What follows belongs to an exercise in optimizing a design on an open flow for small area, a short achievable clock period and few clock cycles; a production flow would make more cautious choices.
No activity file was given, so power comes from the tool's default toggle rates.

Design proc, start of the top module:
module proc (
   imem_addr, dmem_addr, dmem_wdata, dmem_en, dmem_wr, halt,
   clk, rst, imem_rdata, dmem_rdata
   );
Settings: LEC_CHECK=0, ABC_AREA=1, CAP_MARGIN=20, CORE_MARGIN=2, CORE_UTILIZATION=40, CTS_BUF_LIST=sky130_fd_sc_hd__clkbuf_16, CTS_CLUSTER_DIAMETER=100, CTS_CLUSTER_SIZE=20, SETUP_SLACK_MARGIN=5.0, SLEW_MARGIN=20; clock period 9.0 ns.
run.sh (not shown) runs the stock make flow with config.mk's settings and CLKGATE_MAP_FILE= SYNTH_SCRIPT=/design/flow/synth_recipe.tcl, a recipe that flattens the netlist after the stock synthesis.
The baseline completed with no timing, DRC or antenna violations.
==> next run, changes <==
--- a/flow/design.v
+++ b/flow/design.v
@@ -83,26 +83,27 @@
    reg  [1:0]  x_sht, x_cmpt;
    reg         s_agu, s_add, s_log, s_sh, s_btr, s_cmp, s_imm, s_slbi, s_ld, s_link;
    wire [15:8] agh   = x_inc ? a[15:8] + 8'd1 : x_dec ? a[15:8] - 8'd1 : a[15:8];
    wire [15:0] agu   = {agh, agl};
    assign dmem_addr  = agu;
    assign dmem_wdata = b;
    assign dmem_en    = x_en;
    assign dmem_wr    = x_wr;
    assign halt       = x_halt;
    wire [15:1] nxt   = ({15{nx_f}} & f) | ({15{nx_bt}} & bt) | ({15{nx_agu}} & agu[15:1]);
    assign imem_addr  = {nxt, 1'b0};
-   wire [15:0] p    = a ^ b;
-   wire [16:0] sum  = pfx16(p, a & b, x_sub);
-   wire        eq   = x_sub ? &p : ~|p;           
-   wire        sle  = (~a[15] & ~b[15]) | ((a[15] ^ b[15]) & sum[16]);
+   wire [15:0] ax   = x_sub ? ~a : a;
+   wire [15:0] p    = ax ^ b;
+   wire [16:0] sum  = pfx16(p, ax & b, x_sub);
+   wire        eq   = (a == b);
+   wire        sle  = (a[15] & ~b[15]) | (~(a[15] ^ b[15]) & sum[16]);
    wire        cmpb = (x_cmpt == 2'd0) ? eq :
                       (x_cmpt == 2'd1) ? (sle & ~eq) :
                       (x_cmpt == 2'd2) ? sle : sum[16];
    wire [15:0] lres = p & (a | {16{~x_andn}});     
    wire [3:0]  k    = b[3:0];
    wire [15:0] t1   = k[0] ? {a[14:0], a[15]}      : a;
    wire [15:0] t2   = k[1] ? {t1[13:0], t1[15:14]} : t1;
    wire [15:0] t3   = k[2] ? {t2[11:0], t2[15:12]} : t2;
    wire [15:0] rot  = k[3] ? {t3[7:0], t3[15:8]}   : t3;
    reg  [15:0] mask, btr;
    integer i;
@@ -130,50 +131,49 @@
          endcase
       end
    end
    wire [15:0] n_s5 = {{11{ni[4]}}, ni[4:0]};
    wire [15:0] n_z5 = {11'd0, ni[4:0]};
    wire [15:0] n_s8 = {{8{ni[7]}}, ni[7:0]};
    wire [15:0] fa   = (we && wa == nrs) ? wd : an;
    wire [15:0] fb   = (we && wa == nrt) ? wd : bn;
    wire [7:0]  n_imm = n_jr ? ni[7:0] : {{3{ni[4]}}, ni[4:0]};
    wire [8:0]  n_agl = {1'b0, fa[7:0]} + {1'b0, n_imm};
    wire [15:1] n_off = n_j ? {{5{ni[10]}}, ni[10:1]} : {{8{ni[7]}}, ni[7:1]};
-   wire        n_sub = n_subi | (n_arith & (ni[1:0] == 2'b01)) | (n_cmp & (nop[1:0] == 2'b01 || nop[1:0] == 2'b10));
    wire [3:0]  n_cnt = n_shi ? ni[3:0] : fb[3:0];
    wire        n_rgt = n_shi ? nop[1] : ni[1];
    wire [3:0]  n_k   = n_rgt ? 4'd0 - n_cnt : n_cnt;
    wire        n_az  = ~|fa;
    wire        n_tk  = n_j | (n_br & ((nop[1:0] == 2'b00) ?  n_az :
                                       (nop[1:0] == 2'b01) ? ~n_az :
                                       (nop[1:0] == 2'b10) ?  fa[15] : ~fa[15]));
    always @(posedge clk) begin
-      a <= n_sub ? ~fa : fa;
+      a <= fa;
       b <= n_subi           ? n_s5 :
            (n_shi | n_shr)  ? {12'd0, n_k} :
            n_logi           ? n_z5 :
            (n_lbi | n_slbi) ? n_s8 : fb;
       agl   <= n_agl[7:0];
       x_inc <= n_agl[8] & ~n_imm[7];
       x_dec <= ~n_agl[8] & n_imm[7];
       bt    <= nxt + n_off + 15'd1;
       f        <= rst ? 15'd0 : nxt + 15'd1;
       we     <= ~rst & n_we;
       wa     <= n_wa;
       nx_f   <= rst | ~(n_jr | n_tk);
       nx_bt  <= ~rst & n_tk;
       nx_agu <= ~rst & n_jr;
       x_en   <= ~rst & (n_st | n_ld | n_stu);
       x_wr   <= ~rst & (n_st | n_stu);
       x_halt <= ~rst & (nop == 5'b00000);
-      x_sub  <= n_sub;
+      x_sub  <= n_subi | (n_arith & (ni[1:0] == 2'b01)) | (n_cmp & (nop[1:0] == 2'b01 || nop[1:0] == 2'b10));
       x_andn <= n_rfmt ? ni[0] : nop[0];
       x_sht  <= n_rfmt ? ni[1:0] : nop[1:0];
       x_cmpt <= nop[1:0];
       s_agu  <= n_addi | n_stu;
       s_add  <= n_subi | (n_arith & ~ni[1]);
       s_log  <= n_logi | (n_arith & ni[1]);
       s_sh   <= n_shi | n_shr;
       s_btr  <= n_btr;
       s_cmp  <= n_cmp;
       s_imm  <= n_lbi | n_slbi;
       s_slbi <= n_slbi;
Outcome: Maximum frequency is about the same. Synthesized cell count went up by a few percent. Setup slack gets better by 3.0 ps. Wire length climbs slightly. Cell area fell slightly. Count of clock-buffer cells in the layout is unchanged. Power is lower by a few percent. Sequential share of layout area is higher by 0.25 points. Die area grows slightly.
No run of this note included a check of the RTL's function; only the layout flow was run.

-- afterwards: timing with drivers on the ports --
No port has a modelled driver above. Below, the same layouts with a new extraction and two added sets of constraints. Step 1: set_driving_cell puts a clkbuf_16 on clk and a buf_2 on each other input, an assumption about the parent block. Step 2 moves the port delays by t, midway between the first and last clock arrival at a register: inputs arrive t later, outputs are due t later. That takes back most of the time a late clock gives input paths. Slacks: ideal / step 1 / step 2; pairs: ideal / step 1.
| run | t (ns) | setup slack, ns | worst slew at a driven data input, ns |
|---|---|---|---|
| the first run | 0.538 | 5.017 / 4.969 / 4.450 | 0.16 |
| the second run | 0.539 | 5.020 / 4.974 / 4.490 | 0.06 |
After both steps every run listed still meets setup and hold. The setup slack of the first run, which loses most, moves by -0.048 ns with the drivers and by -0.567 ns with both steps.
